Source: an optimization exercise on an open RTL-to-GDS flow (aim: small area and a short achievable clock period). Production flows keep margins and buffers that such runs may drop. Function not checked in this run: the RTL went through the layout flow alone. Power figures rest on the tool's default switching activity, not on a simulated workload.

--- design/flow/constraint.sdc ---
create_clock -name core_clock -period 5.5 [get_ports {clk}]
set_input_delay 1.1000 -clock core_clock [delete_from_list [all_inputs] [get_ports {clk}]]
set_output_delay 1.1000 -clock core_clock [all_outputs]
set_load 0.01 [all_outputs]
--- design/flow/design.v ---
`timescale 1ns / 1ps
module BankRows(
		input [4:0] x,
		output [2:0] row0,
		output [2:0] row1,
		output [2:0] row2,
		output [2:0] row3
	);
	assign row0 = x[4:2] + {2'b00, x[1:0] == 2'd3};
	assign row1 = x[4:2];
	assign row2 = x[4:2] - {2'b00, x[1:0] == 2'd0};
	assign row3 = x[4:2] - {2'b00, ~x[1]};
endmodule
module AddImm(
		input [7:0] a,
		input [1:0] ic,
		output [7:0] y
	);
	reg [7:0] flip;
	integer k;
	always @(*) begin
		for (k = 0; k < 8; k = k + 1) begin
			case (ic)
				2'd0: flip[k] = 1'b0;
				2'd1: flip[k] = &(a | ~((8'd1 << k) - 8'd1));
				2'd2: flip[k] = (k == 0) ? 1'b0 : ~|(a & ((8'd1 << k) - 8'd2));
				default: flip[k] = ~|(a & ((8'd1 << k) - 8'd1));
			endcase
		end
	end
	assign y = a ^ flip;
endmodule
module BankSel(
		input [1:0] x,
		input [1:0] ic,
		output [1:0] bank
	);
	assign bank = x + ic;
endmodule
`timescale 1ns / 1ps
`timescale 1ns / 1ps
module OpDecoder(
		input [1:0] op,
		output reg [6:0] seg
	);
	always @(op) begin
		case (op)
			2'd0: seg <= 7'b1110111;  
			2'd1: seg <= 7'b0111000;  
			2'd2: seg <= 7'b1101101;  
			2'd3: seg <= 7'b0001110;  
		endcase
	end
endmodule
`timescale 1ns / 1ps
module HexDecoder(
		input [3:0] bcd,
		output [6:0] seg
	);
	assign seg = bcd == 4'd0 ? 7'b0111111 :
		bcd == 4'd1 ? 7'b0000110 :
		bcd == 4'd2 ? 7'b1011011 :
		bcd == 4'd3 ? 7'b1001111 :
		bcd == 4'd4 ? 7'b1100110 :
		bcd == 4'd5 ? 7'b1101101 :
		bcd == 4'd6 ? 7'b1111101 :
		bcd == 4'd7 ? 7'b0000111 :
		bcd == 4'd8 ? 7'b1111111 :
		bcd == 4'd9 ? 7'b1101111 :
		bcd == 4'd10 ? 7'b1110111 :
		bcd == 4'd11 ? 7'b1111100 :
		bcd == 4'd12 ? 7'b0111001 :
		bcd == 4'd13 ? 7'b1011110 :
		bcd == 4'd14 ? 7'b1111001 :
		7'b1110001;
endmodule
module HexDecoder2(
		input [1:0] bcd,
		output reg [6:0] seg
	);
	always @(*) begin
		case (bcd)
			2'd0: seg = 7'b0111111;
			2'd1: seg = 7'b0000110;
			2'd2: seg = 7'b1011011;
			default: seg = 7'b1001111;
		endcase
	end
endmodule
`timescale 1ns / 1ps
module Mux4 #(parameter W = 8) (
		input [1:0] sel,
		input [W-1:0] d0,
		input [W-1:0] d1,
		input [W-1:0] d2,
		input [W-1:0] d3,
		output reg [W-1:0] y
	);
	always @(*) begin
		case (sel)
			2'd0: y = d0;
			2'd1: y = d1;
			2'd2: y = d2;
			default: y = d3;
		endcase
	end
endmodule
module Mux2 #(parameter W = 8) (
		input sel,
		input [W-1:0] d0,
		input [W-1:0] d1,
		output [W-1:0] y
	);
	assign y = sel ? d1 : d0;
endmodule
module NextVal(
		input ld,
		input [7:0] ldata,
		input sel_alt,
		input [7:0] alt,
		input [7:0] hold,
		output [7:0] next
	);
	assign next = ld ? ldata : sel_alt ? alt : hold;
endmodule
`timescale 1ns / 1ps
module BankRead(
		input [2:0] row,
		input [63:0] bytes,
		input [7:0] valid,
		output [7:0] data,
		output v
	);
	wire [8:0] w [0:7];
	genvar r;
	generate
		for (r = 0; r < 8; r = r + 1) begin : g_row
			assign w[r] = {valid[r], bytes[r * 8 +: 8]};
		end
	endgenerate
	wire [8:0] lo, hi;
	Mux4 #(9) mux_lo(.sel(row[1:0]), .d0(w[0]), .d1(w[1]), .d2(w[2]), .d3(w[3]), .y(lo));
	Mux4 #(9) mux_hi(.sel(row[1:0]), .d0(w[4]), .d1(w[5]), .d2(w[6]), .d3(w[7]), .y(hi));
	Mux2 #(9) mux_row(.sel(row[2]), .d0(lo), .d1(hi), .y({v, data}));
endmodule
module MemInit(
		input [4:0] addr,
		output [7:0] value
	);
	assign value = addr[4] ? 8'd0 - {4'd0, addr[3:0]} : {4'd0, addr[3:0]};
endmodule
module LoadMerge(
		input [7:0] data,
		input v,
		input [7:0] init,
		output [7:0] y
	);
	assign y = v ? data : init;
endmodule
module BankWriteDec(
		input [2:0] row,
		input write,
		output [7:0] we
	);
	assign we = {7'd0, write} << row;
endmodule
`timescale 1ns / 1ps
module Microprocessor(
		input clk,
		input reset,
		input [7:0] instruction,
		output reg [7:0] pc,
		output [6:0] display_low,
		output [6:0] display_high,
		output [6:0] display_op,
		output [6:0] display_rs,
		output [6:0] display_rt,
		output [6:0] display_rd,
		output [4:0] display_pc
	);
	wire [1:0] op = instruction[7:6];
	wire [1:0] rs = instruction[5:4];
	wire [1:0] rt = instruction[3:2];
	wire [1:0] rd = instruction[1:0];
	wire [1:0] ic = instruction[1:0];
	wire [7:0] imm = {{7{instruction[1]}}, instruction[0]};
	wire is_add   = op == 2'b00;
	wire is_load  = op == 2'b01;
	wire is_store = op == 2'b10;
	wire is_jump  = op == 2'b11;
	reg [7:0] R [0:3];
	reg [7:0] M [0:31];
	reg [31:0] valid;
	reg [7:0] disp;
	wire [7:0] a, b;
	Mux4 #(8) read_a(.sel(rs), .d0(R[0]), .d1(R[1]), .d2(R[2]), .d3(R[3]), .y(a));
	Mux4 #(8) read_b(.sel(rt), .d0(R[0]), .d1(R[1]), .d2(R[2]), .d3(R[3]), .y(b));
	wire [7:0] sum = a + b;
	wire [7:0] ea;
	AddImm add_imm(.a(a), .ic(ic), .y(ea));
	wire [2:0] rows [0:3][0:3];
	genvar g, h;
	generate
		for (g = 0; g < 4; g = g + 1) begin : g_rows
			BankRows bank_rows(.x(R[g][4:0]), .row0(rows[g][0]), .row1(rows[g][1]),
				.row2(rows[g][2]), .row3(rows[g][3]));
		end
	endgenerate
	wire [1:0] bank;
	BankSel bank_sel(.x(a[1:0]), .ic(ic), .bank(bank));
	wire [2:0] brow [0:3];
	wire [31:0] we;
	wire [7:0] bdata [0:3];
	wire [3:0] bvalid;
	generate
		for (h = 0; h < 4; h = h + 1) begin : g_bank
			wire [2:0] row;
			Mux4 #(3) row_sel(.sel(rs), .d0(rows[0][h]), .d1(rows[1][h]), .d2(rows[2][h]),
				.d3(rows[3][h]), .y(row));
			wire [63:0] bytes;
			wire [7:0] bval;
			for (g = 0; g < 8; g = g + 1) begin : g_byte
				assign bytes[g * 8 +: 8] = M[g * 4 + h];
				assign bval[g] = valid[g * 4 + h];
			end
			BankRead bank_read(.row(row), .bytes(bytes), .valid(bval), .data(bdata[h]), .v(bvalid[h]));
			assign brow[h] = row;
			wire [7:0] bwe;
			BankWriteDec bank_we(.row(row), .write(is_store & (bank == h)), .we(bwe));
			for (g = 0; g < 8; g = g + 1) begin : g_we
				assign we[g * 4 + h] = bwe[g];
			end
		end
	endgenerate
	wire [7:0] ldata;
	wire lvalid;
	Mux4 #(9) data_sel(.sel(bank), .d0({bvalid[0], bdata[0]}), .d1({bvalid[1], bdata[1]}),
		.d2({bvalid[2], bdata[2]}), .d3({bvalid[3], bdata[3]}), .y({lvalid, ldata}));
	wire [7:0] init, mdata;
	wire [2:0] lrow;
	Mux4 #(3) lrow_sel(.sel(bank), .d0(brow[0]), .d1(brow[1]), .d2(brow[2]), .d3(brow[3]), .y(lrow));
	MemInit mem_init(.addr({lrow, bank}), .value(init));
	LoadMerge load_merge(.data(ldata), .v(lvalid), .init(init), .y(mdata));
	wire [7:0] rnext [0:3];
	wire [7:0] dnext;
	generate
		for (g = 0; g < 4; g = g + 1) begin : g_rnext
			NextVal next_r(.ld(is_load & (rt == g)), .ldata(mdata),
				.sel_alt(is_add & (rd == g)), .alt(sum), .hold(R[g]), .next(rnext[g]));
		end
	endgenerate
	NextVal next_d(.ld(is_load), .ldata(mdata), .sel_alt(is_store), .alt(ea), .hold(sum), .next(dnext));
	always @(posedge reset or posedge clk) begin
		if (reset) begin
			R[0] <= 8'd0;
			R[1] <= 8'd0;
			R[2] <= 8'd0;
			R[3] <= 8'd0;
		end else begin
			R[0] <= rnext[0];
			R[1] <= rnext[1];
			R[2] <= rnext[2];
			R[3] <= rnext[3];
		end
	end
	integer i;
	always @(posedge clk) begin
		for (i = 0; i < 32; i = i + 1)
			if (we[i])
				M[i] <= b;
	end
	always @(posedge reset or posedge clk) begin
		if (reset)
			valid <= 32'd0;
		else
			valid <= valid | we;
	end
	always @(posedge reset or posedge clk) begin
		if (reset) begin
			pc <= 8'd0;
			disp <= 8'd0;
		end else begin
			pc <= pc + (is_jump ? imm + 8'd1 : 8'd1);
			disp <= dnext;
		end
	end
	assign display_pc = pc[4:0];
	HexDecoder d_low(.bcd(disp[3:0]), .seg(display_low));
	HexDecoder d_high(.bcd(disp[7:4]), .seg(display_high));
	HexDecoder2 d_rs(.bcd(rs), .seg(display_rs));
	HexDecoder2 d_rt(.bcd(rt), .seg(display_rt));
	HexDecoder2 d_rd(.bcd(rd), .seg(display_rd));
	OpDecoder d_op(.op(op), .seg(display_op));
endmodule
--- design/flow/standard.sh ---
#!/bin/bash
# synth_recipe.tcl (not shown) runs the flow's synth.tcl, then flattens the netlist and writes it again
# the make line also repeats each setting of config.mk as NAME=value (left out here)
make -C /OpenROAD-flow-scripts/flow DESIGN_CONFIG=/design/flow/config.mk WORK_HOME=/design/flow/orfs CLKGATE_MAP_FILE= SYNTH_SCRIPT=/design/flow/synth_recipe.tcl "${@:-finish}"
--- design/flow/config.mk ---
export PLATFORM = sky130hd
export DESIGN_NAME = Microprocessor
export DESIGN_NICKNAME = Microprocessor
export VERILOG_FILES = /design/flow/design.v
export SDC_FILE = /design/flow/constraint.sdc
export NUM_CORES = 4
export LEC_CHECK = 0
export CAP_MARGIN = 20
export CORE_MARGIN = 2
export CORE_UTILIZATION = 40
export CTS_CLUSTER_DIAMETER = 80
export CTS_CLUSTER_SIZE = 40
export SETUP_SLACK_MARGIN = 2.0
export SLEW_MARGIN = 20
export SYNTH_HIERARCHICAL = 1
export SYNTH_MINIMUM_KEEP_SIZE = 0
export TNS_END_PERCENT = 0
--- design/flow/flow/run.sh ---
#!/bin/bash
# Standard layout, with the port buffers made of buf_1 cells instead of the
# cell buffer_ports picks by itself.
set -euo pipefail
export BUFFER_PORTS_ARGS="-buffer_cell sky130_fd_sc_hd__buf_1"
bash standard.sh > standard_make.log 2>&1
==> results by group <==
Clocking
  • Library cell used as clock root buffer: clkbuf_16
  • Clock sink count: ~340
  • Num CTS Buffers: 19
  • Depth of the CTS H-tree: 1
  • Count of hold-fix buffers inserted at cts: 0
  • Clock-pin slew on the worst setup and hold paths: about 0.1 ns
  • TritonCTS clock tree: built
  • Clock latency (worst-skew pair): 0.55 ns
  • Clock buffer depth: 3

Floorplanning
  • Initial core utilization: a little over 40%
  • Area of the core: 0.0420 mm²
  • Number of ports placed on the die boundary: 65
  • Chip Height: 211 µm
  • Die area: between 0.04 and 0.05 mm²
  • Row Count: 75
  • Chip width: approximately 210 µm

Critical path
  • CP peak stage delay: between 0.6 and 0.7 ns
  • Setup crit start kind: flop
  • Worst Path Max Fanout: 8
  • CP delay by family, top: multiplexers
  • Most frequent cell on the critical path: mux4_2
  • CP Depth: 10
  • Series of cell instances along the critical path: and2_4 > ha_4 > ha_4 > mux4_2 > mux4_2 > mux2_4 > mux4_2 > mux2_4 > nand2_1 > o21ai_1
  • CP endpoint kind: flop
  • Worst R2R Path Depth: 10
  • Crit Path Category: flop to flop
  • Endpoint required time on the critical path: 5.89 ns
  • Bufs and invs on worst path: 0
  • Arrival time of data at the critical path endpoint: slightly above 4 ns
  • Slowest CP cell: mux4_2

Logic synthesis
  • Top-area cell type share of the netlist area: between 40% and 50%
  • Number of distinct library cells after synthesis: 66
  • Top cell type by total area after synthesis: edfxtp_1
  • Combined area of all synthesized cells: 0.0171 mm²
  • Largest cells by area after synthesis: edfxtp_1 45%, mux4_2 13%, dfrtp_1 12%
  • Synthesized area per cell: 16.1 µm²
  • Number of register bits inferred by synthesis: 336
  • Cells after Synth: between 1000 and 1500
  • Synth async-reset ratio: 23.8%
  • Sequential fraction of the synthesis area: roughly 57%
  • Top_reg_cell synth: edfxtp_1
  • Yosys synthesis warning count: 18
  • Number of flops mapped to enable cells by yosys: between 200 and 300
  • Syn_nets: 1117

Detailed routing
  • Via count: between 9000 and 10000
  • Average wire per standard cell: between 20 and 25 µm
  • Count of antenna-violating nets left after detailed routing: 0
  • Number of DRC markers in iteration 0: roughly 800
  • Final Routed Wirelength: around 41 mm
  • # DRC: 0
  • Average vias per placed instance: roughly 5.6
  • Count of TritonRoute iterations in the first routing pass: 5

Run
  • Max-cap viol count: 0

STA
  • Peak Freq: 0.271 GHz
  • Unrepaired setup endpoints after global routing: true
  • Minimum clock period after layout: 3.69 ns
  • Slew at the pin closest to its max-slew limit: between 0.9 and 1 ns
  • Share of the clock period used by the worst path after layout: between 60% and 70%
  • Worst Skew: 0.0437 ns
  • Tightest slew margin relative to the limit: 34.9%
  • Hold violation count in the final report: 0
  • Final TNS setup: 0 ns
  • Final number of setup-violating endpoints: 0
  • Worst slack on hold paths: 0.467 ns
  • Count of pins over their slew limit: 0

Layout
  • Highest-count cells in the layout ignoring fill and taps: 256 x edfxtp_1, 107 x mux4_2, 65 x buf_4
  • Final Instance Count excl. Fillers: roughly 1700
  • Number of nets in the layout: 1200
  • Fraction of final layout cells sized beyond drive strength 1: between 30% and 40%
  • Syn-to-layout area delta: 11.5%
  • Fillcell total: around 3700
  • Area used by sequential logic in the layout: roughly 0.0097 mm²
  • Footprint of the multi-input gates: ~0.0068 mm²
  • Final core area utilization: between 40 and 50%
  • Leading cell type in the layout, fill and taps excluded: edfxtp_1

Global route
  • Maximum number of pins on one net before global-route repair: 45
  • Antenna violations before repair: 3
  • Overflow left after global routing: 0
  • First-pass GRT wire length: about 62 mm
  • Global routing usage summed across all routing layers: 18.8%
  • Vias in the first global route: about 9600

Power and ir drop
  • Power Density: roughly 670 mW/mm²
  • Worst IR Drop VDD: just under 300 µV
  • Leakage power total: 6.98 nW

Outcome
  • Run status: finished clean

Placed design
  • Quantity of I/O buffers inserted on ports: slightly above 60
  • Post-DP HPWL: about 25 mm
  • Weighted congestion reported at the end of routability-driven placement: about 0.8
  • Cell count after placement: about 1600

Worst hold path
  • Hold-critical path depth: 1
  • Hold Crit Class: flop to flop
synthesized netlist by cell type, types with 3 or more instances:
library cell and number:
o22ai_1 7, inv_1 54, clkbuf_1 4, mux4_1 15, nor2_1 20, and4b_2 12
and4_2 4, clkbuf_2 11, xnor2_1 14, o21ai_1 42, a21oi_1 15, nand2b_1 13
nand3_1 5, mux2_4 44, xor2_1 24, and4bb_2 12, mux4_2 97, and2_1 10
nand2_1 61, conb_1 3, a21o_1 4, and3_1 4, nor3_1 10, buf_4 30
buf_6 31, a31oi_1 3, dfrtp_1 80, or2_2 33, mux2i_1 43, edfxtp_1 256
nor4b_2 4, ha_1 46, or3_1 4
worst paths after layout:
kind	from	end	slack, ns
max	R[3][0]	R[3][1]	1.81
min	valid[6]	valid[6]	0.47
max reg2reg	R[3][0]	R[3][1]	1.81
min reg2reg	valid[6]	valid[6]	0.47
max in group asynchronous	reset	R[3][2]	3.66
min in group asynchronous	reset	valid[8]	0.66
routing by layer:
metal	routed length (µm)	GRT usage [%]	vias up
li1	-	-	4222
met1	17900	26.1	4920
met2	19900	31.3	282
met3	2340	3.03	61
met4	1050	4.74	2
met5	12	0	-
Yosys stat by module, one instance, submodules excluded, a selection:
module	flops+latches	cell area [µm²]
OpDecoder	0	118
BankSel	0	36.3
BankWriteDec	0	96.3
Microprocessor	336	10700
NextVal	0	173
AddImm	0	248
HexDecoder2	0	42.5
MemInit	0	106
BankRows	0	160
through the flow:
step / area [µm²] / setup WS (ns) / power [mW]
6_report: 19100 / 1.81 / 12.8
5_1_grt: 19100 / 1.77 / 13.5
4_1_cts: 18900 / 1.85 / 12.7
3_5_place_dp: 17500 / 0.662 / 10.3
3_3_place_gp: 17500 / 0.703 / 10.2
2_1_floorplan: 17100 / 1.77 / 8.76
logic make-up (layout without fill, tap and decap cells):
group,count (synthesis),count (layout),share of synthesized area (%)
flops,336,336,56.7
xor+xnor,39,39,2.09
other cells,3,4,0.0658
buf+inv,132,224,5.04
compound gates,85,85,3.00
simple gates,217,217,8.09
mux,199,203,21.5
fa+ha+maj,48,48,3.60
cell type report:
class	count	area share, %
diodes	1	0.0131
clock buffers	20	2.57
clock inverters	14	1.33
inverters	54	1.07
multi-input cells	595	35.9
flip-flops and latches	336	50.9
well taps	539	3.54
repair buffers	136	4.68
registers in the layout (all words and copies together), names as in the netlist:
signal and flops:
valid 32, R 32, M 256, disp 8
pc 8
worst reg2reg max path: stages (launching register included):
cell and delay (ns):
dfrtp_2 0.46, and2_4 0.18, ha_4 0.16, ha_4 0.23, mux4_2 0.63, mux4_2 0.38, mux2_4 0.31, mux4_2 0.65
mux2_4 0.41, nand2_1 0.08, o21ai_1 0.08
what timing repair did:
| action | 4_1_cts | 5_1_grt |
|---|---|---|
| endpoints found under the setup margin | 328 | 211 |
| gates resized for setup | 60 | 17 |
| buffers inserted | 44 | 6 |
| pin swaps | 9 | 4 |
| cloned | 4 | 0 |
| endpoints found under the hold margin | 0 | 0 |
where the power goes:
| group | internal, mW | total, mW | switching (mW) |
|---|---|---|---|
| Clock | 0.792 | 1.78 | 0.989 |
| Sequential | 3.40 | 3.79 | 0.394 |
| Combinational | 3.45 | 7.21 | 3.76 |
| Total | 7.64 | 12.8 | 5.15 |

[separate check: timing with driven ports]
No port has a modelled driver above. Below, the same layout with a new extraction and two added sets of constraints. Step 1: set_driving_cell puts a clkbuf_16 on clk and a buf_2 on each other input, an assumption about the parent block. Step 2, shift: input delay + t, output delay - t, t = (earliest + latest rising clock arrival at the registers) / 2. This alone moves slack from input paths to output paths. Three values: no drivers, after step 1, after step 2; two values: the first two.
shift t [ns]: 0.587
setup slack, ns: 1.807 / 1.807 / 1.289
hold WS [ns]: 0.467 / 0.467 / 0.467
worst slew at a driven data input, ns: 0.05
After both steps setup and hold are still met in this run. The setup slack of this run moves by 0.000 ns with the drivers and by -0.518 ns with both steps.
